This design comes from an exercise in tuning for small area, a short achievable clock period and few clock cycles per item on the open sky130 flow, not from production work. Where RTL was checked, it was by simulation tests only, not by an equivalence proof against the original. No functional check of the RTL was part of run 1. No activity file was given, so power comes from the tool's default toggle rates.

## flow/design.v (module list and top-level ports; edited modules follow where they fit)
// module verilog_multiplier: 1286 lines
module verilog_multiplier(clk, rst, ready, op1, op2, res, done);
  // ...
==> flow/flow/run.sh <==
#!/bin/bash
# Own flow: the standard layout, except that synthesis runs Yosys's fine
# stage without its early "abc -fast", so that extract_fa finds the design's
# full adders as written (no inverter between adders). The standard synthesis
# runs first; its register names are given to the own netlist's registers,
# and the standard netlist is used as it is if the registers do not match.
set -uo pipefail
W=$(pwd)
R=$W/orfs/results/$FLOW_PLATFORM/verilog_multiplier/base
bash standard.sh synth > log_standard_synth.txt 2>&1 || exit 1
cp "$R/1_2_yosys.v" "$W/ref_1_2_yosys.v"
sed '1s/.*/proc synth {args} { if {[lsearch -glob $args "fine:*"] >= 0} { yosys synth -nofsm -noshare -noabc {*}$args } else { yosys synth -nofsm -noshare {*}$args } }/' synth_recipe.tcl > own_synth.tcl
sed "s|SYNTH_SCRIPT=[^ ]*|SYNTH_SCRIPT=$W/own_synth.tcl|" standard.sh > own_standard.sh
if bash own_standard.sh do-yosys > log_own_synth.txt 2>&1 \
   && python3 flow/rename.py "$W/ref_1_2_yosys.v" "$R/1_2_yosys.v" "$W/own_1_2_yosys.v" > log_rename.txt 2>&1; then
  cp "$W/own_1_2_yosys.v" "$R/1_2_yosys.v"
  echo "own synthesis used" >> log_rename.txt
else
  cp "$W/ref_1_2_yosys.v" "$R/1_2_yosys.v"
  echo "standard synthesis used" >> log_rename.txt
fi
rm -f "$R/1_synth.odb" "$R/1_synth.sdc"
bash standard.sh > log_standard_finish.txt 2>&1
==> flow/flow/rename.py <==
#!/usr/bin/env python3
# rename.py REF OWN OUT: give OWN's flip-flops the instance names that the
# standard synthesis (REF) gave the same registers. Registers are matched by
# their name without Yosys's "$_<cell>_" suffix. Exits 1 if the registers
# (count, names or cell types, drive strength aside) do not correspond.
import re, sys

pat = re.compile(r'^(\s*)(sky130_fd_sc_hd__(\w+?)_(\d+))\s+(\\\S+|\w+)\s*\(', re.M)

def flops(text):
    out = {}
    for m in pat.finditer(text):
        typ = m.group(3)
        if not (typ.startswith("df") or typ.startswith("edf") or typ.startswith("sdf") or typ.startswith("dl")):
            continue
        name = m.group(5)
        key = re.sub(r'\$_[A-Z0-9_]+_$', '', name.rstrip())
        if key in out:
            sys.exit("duplicate key %s" % key)
        out[key] = (typ, name)
    return out

ref = open(sys.argv[1]).read()
own = open(sys.argv[2]).read()
fr, fo = flops(ref), flops(own)
if set(fr) != set(fo):
    sys.exit("register sets differ: %s" % sorted(set(fr) ^ set(fo))[:10])
for k in fr:
    if fr[k][0] != fo[k][0]:
        sys.exit("cell type differs for %s: %s %s" % (k, fr[k][0], fo[k][0]))
ren = {fo[k][1]: fr[k][1] for k in fr if fo[k][1] != fr[k][1]}
def sub(m):
    name = m.group(5)
    if name in ren:
        return "%s%s %s (" % (m.group(1), m.group(2), ren[name] if ren[name].startswith("\\") is False else ren[name] + " ")
    return m.group(0)
new = pat.sub(sub, own)
# no instance name may clash after renaming
names = [m.group(5).rstrip() for m in pat.finditer(new)]
if len(names) != len(set(names)):
    sys.exit("name clash after renaming")
open(sys.argv[3], "w").write(new)
print("renamed %d of %d registers" % (len(ren), len(fr)))
==> flow/standard.sh <==
#!/bin/bash
# synth_recipe.tcl (not shown) runs the flow's synth.tcl, then flattens the netlist and writes it again
# the make line also repeats each setting of config.mk as NAME=value (left out here)
make -C /OpenROAD-flow-scripts/flow DESIGN_CONFIG=/design/flow/config.mk WORK_HOME=/design/flow/orfs CLKGATE_MAP_FILE= SYNTH_SCRIPT=/design/flow/synth_recipe.tcl "${@:-finish}"
==> flow/config.mk <==
export PLATFORM = sky130hd
export DESIGN_NAME = verilog_multiplier
export DESIGN_NICKNAME = verilog_multiplier
export VERILOG_FILES = /design/flow/design.v
export SDC_FILE = /design/flow/constraint.sdc
export NUM_CORES = 4
export LEC_CHECK = 0
export CAP_MARGIN = 20
export CORE_MARGIN = 2
export CORE_UTILIZATION = 40
export SETUP_SLACK_MARGIN = 1.5
export SLEW_MARGIN = 20
==> flow/constraint.sdc <==
create_clock -name core_clock -period 8.0 [get_ports {clk}]
set_input_delay 1.6000 -clock core_clock [delete_from_list [all_inputs] [get_ports {clk}]]
set_output_delay 1.6000 -clock core_clock [all_outputs]
set_load 0.01 [all_outputs]
==> flow_summary_export.csv, run 1 <==
group,metric,value,unit
outcome,outcome,"finished clean",
placed_design,gp_congestion,0.917,
synthesis,synth_cell_types,90,
cts,cts_resized,77,
floorplan,initial_core_util,0.402,
cells_and_area,dominant_cells,"multi-input gates",
grt,antenna_found_initial,4,
timing,hold_viol,0,
cts,numCtsBuffers,9,
power,p_clk_frac,0.049,
cts,cts_root_buf,"clkbuf_16",
synthesis,syn-num-nets,3049,
synthesis,synthAdderAreaFrac,0.471,
synthesis,ys.flop_type,"dfxtp_1",
cells_and_area,buf_share,0.0668,
timing,relSlewSlack,0.233,
placed_design,placed_area,25500,µm²
timing,period_minus_slack,6.34,ns
power,powerDensity,409,nW/µm²
critical_path,crit_type,"in -> reg",
timing,clock_skew,0.0149,ns
detailed_routing,vias_per_cell,5.74,
cts,hold_buffers,0,
synthesis,ys_ff_latch,111,
power,comb_power,9.15,mW
synthesis,synthCells,2384,
cells_and_area,clk_share,0.0131,
placed_design,port_buffers,99,
synthesis,yosysTopAreaCellShare,0.414,
critical_path,worstSetupEndpoint,"S[32]$_DFF_P_",
grt,use_met2,0.417,
critical_path,cp_slowest_stage_delay,0.77,ns
timing,rsz0062_at_grt,"yes",
synthesis,synth_edf_count,15,
synthesis,ys_top_cells_by_count,"and2_1, fa_1, clkbuf_1, nand2_1, ha_1",
==> run 2: changes to the inputs <==
--- a/flow/design.v
+++ b/flow/design.v
@@ -1041,18 +1041,108 @@
 assign t_1006 = t_838 ^ t_919 ^ t_920;
 assign t_1007 = (t_838 & t_919) | (t_838 & t_920) | (t_919 & t_920);
 assign t_1008 = t_839 ^ t_922 ^ t_921;
 assign t_1009 = (t_839 & t_922) | (t_839 & t_921) | (t_922 & t_921);
 assign t_1010 = (a[23] & b[22]) ^ (a[22] & b[23]) ^ t_923;
 assign t_1011 = ((a[23] & b[22]) & (a[22] & b[23])) | ((a[23] & b[22]) & t_923) | ((a[22] & b[23]) & t_923);
 assign tree_s = {1'b0, t_1011, t_1009, t_1007, t_1005, t_1003, t_1001, t_999, t_997, t_995, t_993, t_991, t_989, t_987, t_985, t_983, t_981, t_979, t_977, t_975, t_973, t_971, t_969, t_967, t_965, t_963, t_961, t_959, t_957, t_955, t_953, t_951, t_949, t_947, t_945, t_943, t_941, t_939, t_937, t_935, t_933, t_931, t_929, t_927, t_925, t_924, (a[1] & b[0]), (a[0] & b[0])};
 assign tree_c = {1'b0, (a[23] & b[23]), t_1010, t_1008, t_1006, t_1004, t_1002, t_1000, t_998, t_996, t_994, t_992, t_990, t_988, t_986, t_984, t_982, t_980, t_978, t_976, t_974, t_972, t_970, t_968, t_966, t_964, t_962, t_960, t_958, t_956, t_954, t_952, t_950, t_948, t_946, t_944, t_942, t_940, t_938, t_936, t_934, t_932, t_930, t_928, t_926, (a[0] & b[2]), (a[0] & b[1]), 1'b0};
-wire [22:0] lo = S[21:0] + C[21:0];
-wire c22 = lo[22];
+wire lk_g0_1 = (S[1] & C[1]) | ((S[1] ^ C[1]) & (S[0] & C[0]));
+wire lk_p0_1 = (S[1] ^ C[1]) & (S[0] ^ C[0]);
+wire lk_g0_3 = (S[3] & C[3]) | ((S[3] ^ C[3]) & (S[2] & C[2]));
+wire lk_p0_3 = (S[3] ^ C[3]) & (S[2] ^ C[2]);
+wire lk_g0_5 = (S[5] & C[5]) | ((S[5] ^ C[5]) & (S[4] & C[4]));
+wire lk_p0_5 = (S[5] ^ C[5]) & (S[4] ^ C[4]);
+wire lk_g0_7 = (S[7] & C[7]) | ((S[7] ^ C[7]) & (S[6] & C[6]));
+wire lk_p0_7 = (S[7] ^ C[7]) & (S[6] ^ C[6]);
+wire lk_g0_9 = (S[9] & C[9]) | ((S[9] ^ C[9]) & (S[8] & C[8]));
+wire lk_p0_9 = (S[9] ^ C[9]) & (S[8] ^ C[8]);
+wire lk_g0_11 = (S[11] & C[11]) | ((S[11] ^ C[11]) & (S[10] & C[10]));
+wire lk_p0_11 = (S[11] ^ C[11]) & (S[10] ^ C[10]);
+wire lk_g0_13 = (S[13] & C[13]) | ((S[13] ^ C[13]) & (S[12] & C[12]));
+wire lk_p0_13 = (S[13] ^ C[13]) & (S[12] ^ C[12]);
+wire lk_g0_15 = (S[15] & C[15]) | ((S[15] ^ C[15]) & (S[14] & C[14]));
+wire lk_p0_15 = (S[15] ^ C[15]) & (S[14] ^ C[14]);
+wire lk_g0_17 = (S[17] & C[17]) | ((S[17] ^ C[17]) & (S[16] & C[16]));
+wire lk_p0_17 = (S[17] ^ C[17]) & (S[16] ^ C[16]);
+wire lk_g0_19 = (S[19] & C[19]) | ((S[19] ^ C[19]) & (S[18] & C[18]));
+wire lk_p0_19 = (S[19] ^ C[19]) & (S[18] ^ C[18]);
+wire lk_g0_21 = (S[21] & C[21]) | ((S[21] ^ C[21]) & (S[20] & C[20]));
+wire lk_p0_21 = (S[21] ^ C[21]) & (S[20] ^ C[20]);
+wire lk_g1_2 = (S[2] & C[2]) | ((S[2] ^ C[2]) & lk_g0_1);
+wire lk_p1_2 = (S[2] ^ C[2]) & lk_p0_1;
+wire lk_g1_3 = lk_g0_3 | (lk_p0_3 & lk_g0_1);
+wire lk_p1_3 = lk_p0_3 & lk_p0_1;
+wire lk_g1_6 = (S[6] & C[6]) | ((S[6] ^ C[6]) & lk_g0_5);
+wire lk_p1_6 = (S[6] ^ C[6]) & lk_p0_5;
+wire lk_g1_7 = lk_g0_7 | (lk_p0_7 & lk_g0_5);
+wire lk_p1_7 = lk_p0_7 & lk_p0_5;
+wire lk_g1_10 = (S[10] & C[10]) | ((S[10] ^ C[10]) & lk_g0_9);
+wire lk_p1_10 = (S[10] ^ C[10]) & lk_p0_9;
+wire lk_g1_11 = lk_g0_11 | (lk_p0_11 & lk_g0_9);
+wire lk_p1_11 = lk_p0_11 & lk_p0_9;
+wire lk_g1_14 = (S[14] & C[14]) | ((S[14] ^ C[14]) & lk_g0_13);
+wire lk_p1_14 = (S[14] ^ C[14]) & lk_p0_13;
+wire lk_g1_15 = lk_g0_15 | (lk_p0_15 & lk_g0_13);
+wire lk_p1_15 = lk_p0_15 & lk_p0_13;
+wire lk_g1_18 = (S[18] & C[18]) | ((S[18] ^ C[18]) & lk_g0_17);
+wire lk_p1_18 = (S[18] ^ C[18]) & lk_p0_17;
+wire lk_g1_19 = lk_g0_19 | (lk_p0_19 & lk_g0_17);
+wire lk_p1_19 = lk_p0_19 & lk_p0_17;
+wire lk_g2_4 = (S[4] & C[4]) | ((S[4] ^ C[4]) & lk_g1_3);
+wire lk_p2_4 = (S[4] ^ C[4]) & lk_p1_3;
+wire lk_g2_5 = lk_g0_5 | (lk_p0_5 & lk_g1_3);
+wire lk_p2_5 = lk_p0_5 & lk_p1_3;
+wire lk_g2_6 = lk_g1_6 | (lk_p1_6 & lk_g1_3);
+wire lk_p2_6 = lk_p1_6 & lk_p1_3;
+wire lk_g2_7 = lk_g1_7 | (lk_p1_7 & lk_g1_3);
+wire lk_p2_7 = lk_p1_7 & lk_p1_3;
+wire lk_g2_12 = (S[12] & C[12]) | ((S[12] ^ C[12]) & lk_g1_11);
+wire lk_p2_12 = (S[12] ^ C[12]) & lk_p1_11;
+wire lk_g2_13 = lk_g0_13 | (lk_p0_13 & lk_g1_11);
+wire lk_p2_13 = lk_p0_13 & lk_p1_11;
+wire lk_g2_14 = lk_g1_14 | (lk_p1_14 & lk_g1_11);
+wire lk_p2_14 = lk_p1_14 & lk_p1_11;
+wire lk_g2_15 = lk_g1_15 | (lk_p1_15 & lk_g1_11);
+wire lk_p2_15 = lk_p1_15 & lk_p1_11;
+wire lk_g2_20 = (S[20] & C[20]) | ((S[20] ^ C[20]) & lk_g1_19);
+wire lk_p2_20 = (S[20] ^ C[20]) & lk_p1_19;
+wire lk_g2_21 = lk_g0_21 | (lk_p0_21 & lk_g1_19);
+wire lk_p2_21 = lk_p0_21 & lk_p1_19;
+wire lk_g3_8 = (S[8] & C[8]) | ((S[8] ^ C[8]) & lk_g2_7);
+wire lk_p3_8 = (S[8] ^ C[8]) & lk_p2_7;
+wire lk_g3_9 = lk_g0_9 | (lk_p0_9 & lk_g2_7);
+wire lk_p3_9 = lk_p0_9 & lk_p2_7;
+wire lk_g3_10 = lk_g1_10 | (lk_p1_10 & lk_g2_7);
+wire lk_p3_10 = lk_p1_10 & lk_p2_7;
+wire lk_g3_11 = lk_g1_11 | (lk_p1_11 & lk_g2_7);
+wire lk_p3_11 = lk_p1_11 & lk_p2_7;
+wire lk_g3_12 = lk_g2_12 | (lk_p2_12 & lk_g2_7);
+wire lk_p3_12 = lk_p2_12 & lk_p2_7;
+wire lk_g3_13 = lk_g2_13 | (lk_p2_13 & lk_g2_7);
+wire lk_p3_13 = lk_p2_13 & lk_p2_7;
+wire lk_g3_14 = lk_g2_14 | (lk_p2_14 & lk_g2_7);
+wire lk_p3_14 = lk_p2_14 & lk_p2_7;
+wire lk_g3_15 = lk_g2_15 | (lk_p2_15 & lk_g2_7);
+wire lk_p3_15 = lk_p2_15 & lk_p2_7;
+wire lk_g4_16 = (S[16] & C[16]) | ((S[16] ^ C[16]) & lk_g3_15);
+wire lk_p4_16 = (S[16] ^ C[16]) & lk_p3_15;
+wire lk_g4_17 = lk_g0_17 | (lk_p0_17 & lk_g3_15);
+wire lk_p4_17 = lk_p0_17 & lk_p3_15;
+wire lk_g4_18 = lk_g1_18 | (lk_p1_18 & lk_g3_15);
+wire lk_p4_18 = lk_p1_18 & lk_p3_15;
+wire lk_g4_19 = lk_g1_19 | (lk_p1_19 & lk_g3_15);
+wire lk_p4_19 = lk_p1_19 & lk_p3_15;
+wire lk_g4_20 = lk_g2_20 | (lk_p2_20 & lk_g3_15);
+wire lk_p4_20 = lk_p2_20 & lk_p3_15;
+wire lk_g4_21 = lk_g2_21 | (lk_p2_21 & lk_g3_15);
+wire lk_p4_21 = lk_p2_21 & lk_p3_15;
+wire c22 = lk_g4_21;
+wire [21:0] lo = {((S[21] ^ C[21]) ^ lk_g4_20), ((S[20] ^ C[20]) ^ lk_g4_19), ((S[19] ^ C[19]) ^ lk_g4_18), ((S[18] ^ C[18]) ^ lk_g4_17), ((S[17] ^ C[17]) ^ lk_g4_16), ((S[16] ^ C[16]) ^ lk_g3_15), ((S[15] ^ C[15]) ^ lk_g3_14), ((S[14] ^ C[14]) ^ lk_g3_13), ((S[13] ^ C[13]) ^ lk_g3_12), ((S[12] ^ C[12]) ^ lk_g3_11), ((S[11] ^ C[11]) ^ lk_g3_10), ((S[10] ^ C[10]) ^ lk_g3_9), ((S[9] ^ C[9]) ^ lk_g3_8), ((S[8] ^ C[8]) ^ lk_g2_7), ((S[7] ^ C[7]) ^ lk_g2_6), ((S[6] ^ C[6]) ^ lk_g2_5), ((S[5] ^ C[5]) ^ lk_g2_4), ((S[4] ^ C[4]) ^ lk_g1_3), ((S[3] ^ C[3]) ^ lk_g1_2), ((S[2] ^ C[2]) ^ lk_g0_1), ((S[1] ^ C[1]) ^ (S[0] & C[0])), (S[0] ^ C[0])};
 wire [47:22] ha = S[47:22] ^ C[47:22];
 wire [47:22] hb = S[47:22] & C[47:22];
 wire ut24 = ha[24] ^ hb[23];
 wire ug24 = ha[24] & hb[23];
 wire ut25 = ha[25] ^ hb[24];
 wire ug25 = ha[25] & hb[24];
 wire ut26 = ha[26] ^ hb[25];
 wire ug26 = ha[26] & hb[25];
@@ -1210,24 +1300,27 @@
 wire k1 = l1v[2];
 wire [47:0] q0 = {(ut47 ^ (sk_g4_22 | (sk_p4_22 & k0))), (ut46 ^ (sk_g4_21 | (sk_p4_21 & k0))), (ut45 ^ (sk_g4_20 | (sk_p4_20 & k0))), (ut44 ^ (sk_g4_19 | (sk_p4_19 & k0))), (ut43 ^ (sk_g4_18 | (sk_p4_18 & k0))), (ut42 ^ (sk_g4_17 | (sk_p4_17 & k0))), (ut41 ^ (sk_g4_16 | (sk_p4_16 & k0))), (ut40 ^ (sk_g3_15 | (sk_p3_15 & k0))), (ut39 ^ (sk_g3_14 | (sk_p3_14 & k0))), (ut38 ^ (sk_g3_13 | (sk_p3_13 & k0))), (ut37 ^ (sk_g3_12 | (sk_p3_12 & k0))), (ut36 ^ (sk_g3_11 | (sk_p3_11 & k0))), (ut35 ^ (sk_g3_10 | (sk_p3_10 & k0))), (ut34 ^ (sk_g3_9 | (sk_p3_9 & k0))), (ut33 ^ (sk_g3_8 | (sk_p3_8 & k0))), (ut32 ^ (sk_g2_7 | (sk_p2_7 & k0))), (ut31 ^ (sk_g2_6 | (sk_p2_6 & k0))), (ut30 ^ (sk_g2_5 | (sk_p2_5 & k0))), (ut29 ^ (sk_g2_4 | (sk_p2_4 & k0))), (ut28 ^ (sk_g1_3 | (sk_p1_3 & k0))), (ut27 ^ (sk_g1_2 | (sk_p1_2 & k0))), (ut26 ^ (sk_g0_1 | (sk_p0_1 & k0))), (ut25 ^ (ug24 | (ut24 & k0))), (ut24 ^ k0), l0v[1:0], lo[21:0]};
 wire [47:24] q1 = {(ut47 ^ (sk_g4_22 | (sk_p4_22 & k1))), (ut46 ^ (sk_g4_21 | (sk_p4_21 & k1))), (ut45 ^ (sk_g4_20 | (sk_p4_20 & k1))), (ut44 ^ (sk_g4_19 | (sk_p4_19 & k1))), (ut43 ^ (sk_g4_18 | (sk_p4_18 & k1))), (ut42 ^ (sk_g4_17 | (sk_p4_17 & k1))), (ut41 ^ (sk_g4_16 | (sk_p4_16 & k1))), (ut40 ^ (sk_g3_15 | (sk_p3_15 & k1))), (ut39 ^ (sk_g3_14 | (sk_p3_14 & k1))), (ut38 ^ (sk_g3_13 | (sk_p3_13 & k1))), (ut37 ^ (sk_g3_12 | (sk_p3_12 & k1))), (ut36 ^ (sk_g3_11 | (sk_p3_11 & k1))), (ut35 ^ (sk_g3_10 | (sk_p3_10 & k1))), (ut34 ^ (sk_g3_9 | (sk_p3_9 & k1))), (ut33 ^ (sk_g3_8 | (sk_p3_8 & k1))), (ut32 ^ (sk_g2_7 | (sk_p2_7 & k1))), (ut31 ^ (sk_g2_6 | (sk_p2_6 & k1))), (ut30 ^ (sk_g2_5 | (sk_p2_5 & k1))), (ut29 ^ (sk_g2_4 | (sk_p2_4 & k1))), (ut28 ^ (sk_g1_3 | (sk_p1_3 & k1))), (ut27 ^ (sk_g1_2 | (sk_p1_2 & k1))), (ut26 ^ (sk_g0_1 | (sk_p0_1 & k1))), (ut25 ^ (ug24 | (ut24 & k1))), (ut24 ^ k1)};
     assign rnd = (st == IDLE) & ~nornd;
     wire [47:0] p = q0;
     wire top = p[47];
     wire p46 = p[46];
     wire hi = q0[47];
-    wire [22:0] field = hi ? q1[46:24] : q0[45:23];
     wire [9:0] e1 = E + 10'd1;
-    wire [7:0] ex = hi ? e1[7:0] : E[7:0];
-    wire ovf = hi ? e1[8] : E[8];
+    wire kz1 = fz | e1[8];
+    wire kz0 = fz | E[8];
+    wire [7:0] x1 = fz ? 8'd0 : e1[8] ? 8'hff : e1[7:0];
+    wire [7:0] x0 = fz ? 8'd0 : E[8] ? 8'hff : E[7:0];
+    wire [22:0] d1 = q1[46:24] & {23{~kz1}};
+    wire [22:0] d0 = q0[45:23] & {23{~kz0}};
     assign res[31] = sgn;
-    assign res[30:23] = fz ? 8'd0 : ovf ? 8'hff : ex;
-    assign res[22] = fnan | (~fz & ~ovf & field[22]);
-    assign res[21:0] = (fz | ovf) ? 22'd0 : field[21:0];
+    assign res[30:23] = hi ? x1 : x0;
+    assign res[22] = fnan | (hi ? d1[22] : d0[22]);
+    assign res[21:0] = hi ? d1[21:0] : d0[21:0];
     wire e_pos = ~E[9] & (E != 10'd0);      
     wire e_zero = (E == 10'd0);
     wire e_under = E[9] & (E < 10'h3eb);     
     always @(posedge clk or posedge rst) begin
         if (rst) begin
             st <= IDLE;
             done <= 1'b0;
         end else begin
--- a/flow/flow/run.sh
+++ b/flow/flow/run.sh
@@ -15,9 +15,9 @@
    && python3 flow/rename.py "$W/ref_1_2_yosys.v" "$R/1_2_yosys.v" "$W/own_1_2_yosys.v" > log_rename.txt 2>&1; then
   cp "$W/own_1_2_yosys.v" "$R/1_2_yosys.v"
   echo "own synthesis used" >> log_rename.txt
 else
   cp "$W/ref_1_2_yosys.v" "$R/1_2_yosys.v"
   echo "standard synthesis used" >> log_rename.txt
 fi
 rm -f "$R/1_synth.odb" "$R/1_synth.sdc"
-bash standard.sh > log_standard_finish.txt 2>&1
+bash standard.sh "BUFFER_PORTS_ARGS=-buffer_cell sky130_fd_sc_hd__buf_4" finish > log_standard_finish.txt 2>&1
==> flow/config.mk (replaced) <==
export PLATFORM = sky130hd
export DESIGN_NAME = verilog_multiplier
export DESIGN_NICKNAME = verilog_multiplier
export VERILOG_FILES = /design/flow/design.v
export SDC_FILE = /design/flow/constraint.sdc
export NUM_CORES = 4
export LEC_CHECK = 0
export CAP_MARGIN = 20
export CORE_MARGIN = 2
export CORE_UTILIZATION = 40
export SETUP_SLACK_MARGIN = 2.5
export SLEW_MARGIN = 20
==> flow_summary_export.csv, run 2 <==
group,metric,value,unit
detailed_routing,vias,18300,
detailed_routing,top_layer,"met4",
floorplan,initial_core_util,0.402,
detailed_routing,postRouteAntennaNets,0,
detailed_routing,dr.pass1.iters,6,
critical_path,endpoint_kind,"primary output",
placed_design,gp_congestion,0.884,
synthesis,ys_ff_latch,111,
timing,clock_skew,0.0138,ns
outcome,outcome,"finished clean",
floorplan,core_area,58700,µm²
critical_path,worstPathRequired,6.40,ns
cells_and_area,largest_reg_flops,48,
cells_and_area,final_cell_count_no_fill,3109,
power,powerDensity,436,nW/µm²
synthesis,synthTopCellsByArea,"fa_1, and2_1, dfxtp_1",
critical_path,crit_fanout,6,
cts,numCtsBuffers,9,
synthesis,seq_area_frac_synth,0.101,
hold_path,whs_path_depth,2,
floorplan,die_area,61000,µm²
timing,period_minus_slack,6.13,ns
floorplan,dieHeight,247,µm
timing,setup-violations-final,0,
cells_and_area,top_regs,"S x48, C x46, E x10",
timing,setup_tns,0,ns
detailed_routing,vias_per_cell,5.87,
synthesis,avgSynthCellArea,10.1,µm²
cells_and_area,top_register,"S",
synthesis,synth_edf_count,15,
detailed_routing,wl_met3,5.29,mm
timing,post-route-period-util,0.766,
critical_path,arrival,4.53,ns
synthesis,syn-num-nets,2998,
cells_and_area,layout-drive-gt1-share,0.143,
timing,relSlewSlack,0.258,
floorplan,num_rows,89,
critical_path,crit_buf_inv,2,
critical_path,crit_path_cell_trace,"ha_4, and2_4, a221o_1, o2111a_2, o21ai_2, a21o_1, nand2_2, fa_2, fa_2, nand3_2, o211ai_4, a31oi_4, buf_6, mux2i_4, nor3_4, nand2_1, a21oi_2, a311oi_2, buf_4",
cts,h-tree-depth,3,
synthesis,async_flop_share,0.0270,
cts,cts_root_buf,"clkbuf_16",
synthesis,synth_area,23600,µm²
run,cap_violations,0,
cells_and_area,final_cell_mix,"and2_1, fa_1, buf_4",
hold_path,hp-class,"reg -> reg",
synthesis,yosysMostFrequentCell,"and2_1",
power,p_leak,11.2,nW
cts,tritoncts,"done",
cts,cts.path.max_buffers,2,
cts,clk_pin_slew,0.08,ns
critical_path,cp.depth,19,
placed_design,hpwl,53.1,mm
cells_and_area,antennaDiodeCount,0,
detailed_routing,drt-initial-drc-count,1507,
synthesis,yosysTopAreaCell,"fa_1",
grt,grt-ovfl-total,0,
cts,cts.sinks,111,
synthesis,ys_top_cells_by_count,"and2_1, fa_1, clkbuf_1, ha_1, nor2_1",
synthesis,synth_cell_types,93,
timing,tightest_slew,1.11,ns
cells_and_area,syn_to_final_growth,10.5,%
cells_and_area,num-fill-cells,5499,
cts,hold_buffers,0,
detailed_routing,wl,76.0,mm
cells_and_area,layout.nets,2999,
placed_design,place_inst,3048,
critical_path,path_delay_family,"compound AO/OA/AOI/OAI gates",
detailed_routing,drcViolationCount,0,
timing,hold_viol,0,
timing,rsz0062_at_grt,"yes",
grt,antenna_found_initial,1,
placed_design,port_buffers,99,
floorplan,die_w,247,µm
critical_path,cp_common_cell,"fa_2",
timing,slew_viol_final,0,
synthesis,yosysWarnings,1,
detailed_routing,routed-wl-met2,35.6,mm
power,vdd.ir_drop.worst,0.258,mV
grt,grt_max_degree,70,
grt,grt_pass1_vias,19900,
critical_path,cp_slowest_cell,"mux2i_4",
timing,fmax,163,MHz
floorplan,num_io_pins,100,
critical_path,start_kind,"flop",
cts,clock_latency,0.38,ns
grt,track_usage,0.254,
critical_path,crit_type,"reg -> out",
synthesis,ys.flop_type,"dfxtp_1",
detailed_routing,wire_per_inst,24.5,µm
synthesis,yosysTopAreaCellShare,0.417,
critical_path,cp_slowest_stage_delay,0.40,ns
critical_path,ff2ff_path_depth,17,
detailed_routing,m1WireLength,33.1,mm
synthesis,synthCells,2330,
cells_and_area,mostFrequentLayoutCell,"and2_1",
critical_path,reg2reg_slack,2.66,ns
grt,grt_pass1_wl,118,mm
run 2: cell count changes after synthesis, moves of 9 or more:
cell	previous run	this run
and2_1	620	578
and3_1	11	60
a22o_1	12	3
mux2i_1	37	46
o22ai_1	4	18
a221o_1	6	17
nand2_1	133	89
a21oi_1	99	85
o211ai_1	20	9
nor3_1	17	32
nor2_1	108	95
run 2: what timing repair did:
item,4_1_cts,5_1_grt
buffers inserted,35,7
setup endpoints to repair,43,45
pin swaps,24,25
gates cloned,1,2
resized for setup,67,88
run 2: where the power goes:
group / total [mW] / internal (mW) / leakage [nW] / switching (mW)
Sequential: 1.11 / 0.927 / 0.967 / 0.186
Clock: 0.474 / 0.223 / 0.148 / 0.250
Combinational: 9.80 / 4.26 / 10.1 / 5.54
Total: 11.4 / 5.41 / 11.2 / 5.97
run 2: worst min-delay path: cells and delay by family (launching register included):
family	cells	cell delay, ns
flops	1	0.35
compound gates	2	0.13
run 2: logic make-up after synthesis:
kind of cell	count (synthesis)	synth area share
buffers and inverters	198	0.0396
adders and majority gates	601	0.475
AOI/OAI and AO/OA	341	0.101
muxes	50	0.0215
xor gates and xnor gates	81	0.0300
and+or+nand+nor	948	0.232
DFF	111	0.101
run 2: worst paths after layout:
| check | from | to |
|---|---|---|
| max in group asynchronous | rst | st[0]$_DFFE_PP0P_ |
| worst max-delay path | C[4]$_SDFF_PN0_ | res[28] |
| min in group asynchronous | rst | done$_DFF_PP0_ |
| worst min register to register | S[0]$_DFFE_PP_ | S[1]$_DFF_P_ |
| worst min-delay path | S[0]$_DFFE_PP_ | S[1]$_DFF_P_ |
| worst max register to register | C[4]$_SDFF_PN0_ | S[0]$_DFFE_PP_ |
run 2: layout make-up:
class | instances | area [µm²] | area share
clock buffer | 9 | 225 | 0.00863
clock inverter | 7 | 75.1 | 0.00288
inverter | 29 | 109 | 0.00417
multi-input combinational | 2022 | 20800 | 0.798
sequential | 111 | 2390 | 0.0917
tap | 773 | 967 | 0.0371
timing repair buffer | 158 | 1500 | 0.0575
run 2: per-layer routing:
metal  vias up  global-route usage
met5         -                   0
met4         0              0.0744
met3       127              0.0358
met2       766               0.417
met1      9589               0.350
li1       7773                   -
run 2: stage by stage:
stage          power (mW)   util  cell area [µm²]  hold slack [ns]  worst slack (ns)
2_1_floorplan        7.31      -            23900            0.429              2.46
3_3_place_gp         9.99  0.423            24800            0.473              1.41
3_5_place_dp         10.1  0.423            24800            0.479              1.36
4_1_cts              11.0  0.438            25700            0.503              1.95
5_1_grt              12.3  0.445            26100            0.532              1.74
6_report             11.4  0.445            26100            0.508              1.87
Testbench counts of run 2, summed over its fixed seeds: cycles 6,400, items 3,200.
==> run 3: changes to the inputs <==
--- a/flow/config.mk
+++ b/flow/config.mk
@@ -10,3 +10,3 @@
 export CORE_UTILIZATION = 40
-export SETUP_SLACK_MARGIN = 2.5
+export SETUP_SLACK_MARGIN = 1.5
 export SLEW_MARGIN = 20
==> flow_summary_export.csv, run 3 <==
group,metric,value,unit
outcome,outcome,"finished clean",
critical_path,r2r-start,"C[4]$_SDFF_PN0_",
synthesis,ys_top_cells_by_count,"and2_1, fa_1, clkbuf_1, ha_1, nor2_1",
detailed_routing,drt-initial-drc-count,1432,
critical_path,timing.rr.end,"S[0]$_DFFE_PP_",
detailed_routing,drcViolationCount,0,
cts,hold_buffers,0,
synthesis,async_flop_share,0.0270,
floorplan,dieHeight,247,µm
critical_path,crit_fanout,8,
critical_path,endpoint_kind,"primary output",
synthesis,synth_xor_area_frac,0.0300,
timing,fmax,158,MHz
grt,grt_pass1_vias,19500,
power,p_leak,10.9,nW
detailed_routing,wire_per_inst,24.3,µm
timing,rsz0062_at_grt,"no",
cells_and_area,top_register,"S",
detailed_routing,postRouteAntennaNets,0,
synthesis,synthCells,2330,
cts,numCtsBuffers,9,
floorplan,num_io_pins,100,
floorplan,core_area,58700,µm²
synthesis,yosysWarnings,1,
timing,relSlewSlack,0.405,
detailed_routing,wl,74.8,mm
critical_path,start_kind,"flop",
floorplan,die_area,61000,µm²
run,cap_violations,0,
placed_design,hpwl,52.3,mm
cells_and_area,layout.nets,2968,
synthesis,synth_top_family_by_area,"adder cells",
synthesis,seq_area_frac_synth,0.101,
cells_and_area,final_cell_mix,"and2_1, fa_1, buf_4",
grt,track_usage,0.252,
timing,setup-violations-final,0,
floorplan,initial_core_util,0.402,
placed_design,place_ws,1.44,ns
synthesis,synth_cell_types,93,
critical_path,arrival,4.74,ns
synthesis,yosysMostFrequentCell,"and2_1",
timing,worst_slack,1.66,ns
timing,slew_viol_final,0,
timing,post-route-period-util,0.792,
timing,tightest_slew,0.885,ns
detailed_routing,vias_per_cell,5.86,
synthesis,synth_area,23600,µm²
timing,clock_skew,0.0139,ns
floorplan,num_rows,89,
synthesis,syn-num-nets,2998,
critical_path,critPathLaunch,"C[4]$_SDFF_PN0_",
cells_and_area,layout-drive-gt1-share,0.0885,
synthesis,yosysTopAreaCellShare,0.417,
grt,grt_max_degree,59,
cts,h-tree-depth,3,
cells_and_area,largest_reg_flops,48,
grt,antenna_found_initial,1,
synthesis,yosys.area_share.simple,0.232,
placed_design,port_buffers,99,
grt,grt-ovfl-total,0,
synthesis,avgSynthCellArea,10.1,µm²
critical_path,worstPathRequired,6.40,ns
synthesis,ys_ff_latch,111,
timing,setup_tns,0,ns
cts,tritoncts,"done",
critical_path,reg2reg_slack,2.68,ns
synthesis,yosysTopAreaCell,"fa_1",
critical_path,ff2ff_path_depth,17,
hold_path,hp-class,"reg -> reg",
synthesis,synthTopCellsByArea,"fa_1, and2_1, dfxtp_1",
floorplan,die_w,247,µm
synthesis,synthAdderAreaFrac,0.475,
cells_and_area,syn_to_final_growth,6.68,%
synthesis,synth_edf_count,15,
power,total_power,10.8,mW
critical_path,crit_type,"reg -> out",
cells_and_area,top_regs,"S x48, C x46, E x10",
synthesis,synth_mux_area_frac,0.0215,
synthesis,ys.flop_type,"dfxtp_1",
timing,hold_viol,0,
cts,cts.path.max_buffers,2,
cts,clk_pin_slew,0.08,ns
synthesis,synth_compound_area_frac,0.101,
cts,clock_latency,0.37,ns
cts,cts_root_buf,"clkbuf_16",
grt,grt_pass1_wl,118,mm
cells_and_area,mostFrequentLayoutCell,"and2_1",
cts,cts.sinks,111,
placed_design,gp_congestion,0.885,
power,vdd.ir_drop.worst,0.270,mV
power,powerDensity,430,nW/µm²
timing,period_minus_slack,6.34,ns
detailed_routing,vias,18000,
detailed_routing,dr.pass1.iters,5,
critical_path,worstSetupEndpoint,"res[22]",
run 3: cell counts after synthesis:
No cell type changed its count.
run 3: worst max-delay path, stage by stage, from the launching register on:
cell and delay (ns):
dfxtp_2 0.34, ha_1 0.27, and2_1 0.17, a221o_1 0.33, o2111a_2 0.29, o21ai_2 0.14, a21o_1 0.13, nand2_1 0.07
fa_2 0.37, fa_2 0.41, nand3_2 0.11, o211ai_4 0.13, a31oi_4 0.26, mux2_4 0.35, a21o_4 0.25, nor2_4 0.17
buf_6 0.17, a21oi_1 0.08, o21ai_1 0.17, buf_4 0.17
run 3: worst min-delay path by stage:
stage	cells after the start	slack (ns)	to	start
finish	2	0.48	S[1]$_DFF_P_	S[0]$_DFFE_PP_
global route	2	0.51	S[1]$_DFF_P_	S[0]$_DFFE_PP_
CTS	2	0.48	S[1]$_DFF_P_	S[0]$_DFFE_PP_
detailed placement	2	0.46	S[1]$_DFF_P_	S[0]$_DFFE_PP_
global placement	2	0.45	S[1]$_DFF_P_	S[0]$_DFFE_PP_
floorplan	2	0.43	S[1]$_DFF_P_	S[0]$_DFFE_PP_
run 3: through the flow:
| step | util | instance area, µm² | hold slack (ns) | instances |
|---|---|---|---|---|
| after global placement | 0.420 | 24600 | 0.454 | 3050 |
| final | 0.429 | 25200 | 0.477 | 3079 |
| after global routing | 0.429 | 25200 | 0.510 | 3078 |
| after CTS | 0.427 | 25100 | 0.483 | 3070 |
| after floorplan | - | 23600 | 0.429 | 2330 |
| after detailed placement | 0.420 | 24700 | 0.458 | 3050 |
run 3: power breakdown:
part / total (mW) / switching, mW / internal (mW)
logic: 9.25 / 5.33 / 3.92
clock network: 0.462 / 0.227 / 0.235
registers: 1.11 / 0.186 / 0.925
run 3: timing repair:
action                                  CTS  global route
gates cloned                              1             0
endpoints found under the setup margin   31            28
pin swaps                                 2             7
setup buffers                             3             7
gates resized for setup                  16            17
run 3: final cells by class:
cell class | instances | area [µm²]
flip-flops and latches | 111 | 2390
multi-input cells | 2021 | 20400
clock buffers | 11 | 253
clock inverters | 5 | 51.3
fillers | 5605 | 33500
inverters | 29 | 109
repair buffers | 128 | 985
diodes | 1 | 2.50
well taps | 773 | 967
run 3: logic make-up (layout without fill, tap and decap cells):
kind of cell / Yosys count / count (layout)
simple gates: 948 / 948
fa+ha+maj: 601 / 601
compound gates: 341 / 341
buf+inv: 198 / 173
flops: 111 / 111
xor+xnor: 81 / 81
mux: 50 / 50
other cells: 0 / 1
run 3: metal layers:
metal / share of wire / GRT usage
met1: 0.44 / 0.354
met2: 0.47 / 0.411
met3: 0.066 / 0.0316
met4: 0.022 / 0.0666
met5: 0 / 0

## port drivers added, routing unchanged
Ports are ideal in the flow. The routed layouts listed here were re-timed in OpenROAD.
Step 1 sets driving cells, clkbuf_16 on the clock port and buf_2 on the other inputs (assumed; they add their load-dependent delay and slew).
Step 2, shift: input delay + t, output delay - t, t = (earliest + latest rising clock arrival at the registers) / 2. This alone moves slack from input paths to output paths.
a / b / c = ideal ports / drivers / drivers and shift; a / b = the first two.
run | t, ns | slack for setup (ns) | latest minus earliest clock arrival (ns) | worst register clock-pin slew, ns | worst data-port slew with drivers (ns)
run 1 | 0.425 | 1.658 / 1.634 / 1.263 | 0.015 / 0.015 | 0.09 / 0.09 | 0.05
run 2 | 0.427 | 1.873 / 1.820 / 2.118 | 0.014 / 0.014 | 0.09 / 0.09 | 0.08
run 3 | 0.413 | 1.661 / 1.608 / 1.655 | 0.013 / 0.014 | 0.08 / 0.08 | 0.05
After both steps every run listed still meets setup and hold. For run 1, which loses most, drivers alone change the setup slack by -0.024 ns; drivers and shift together by -0.395 ns.
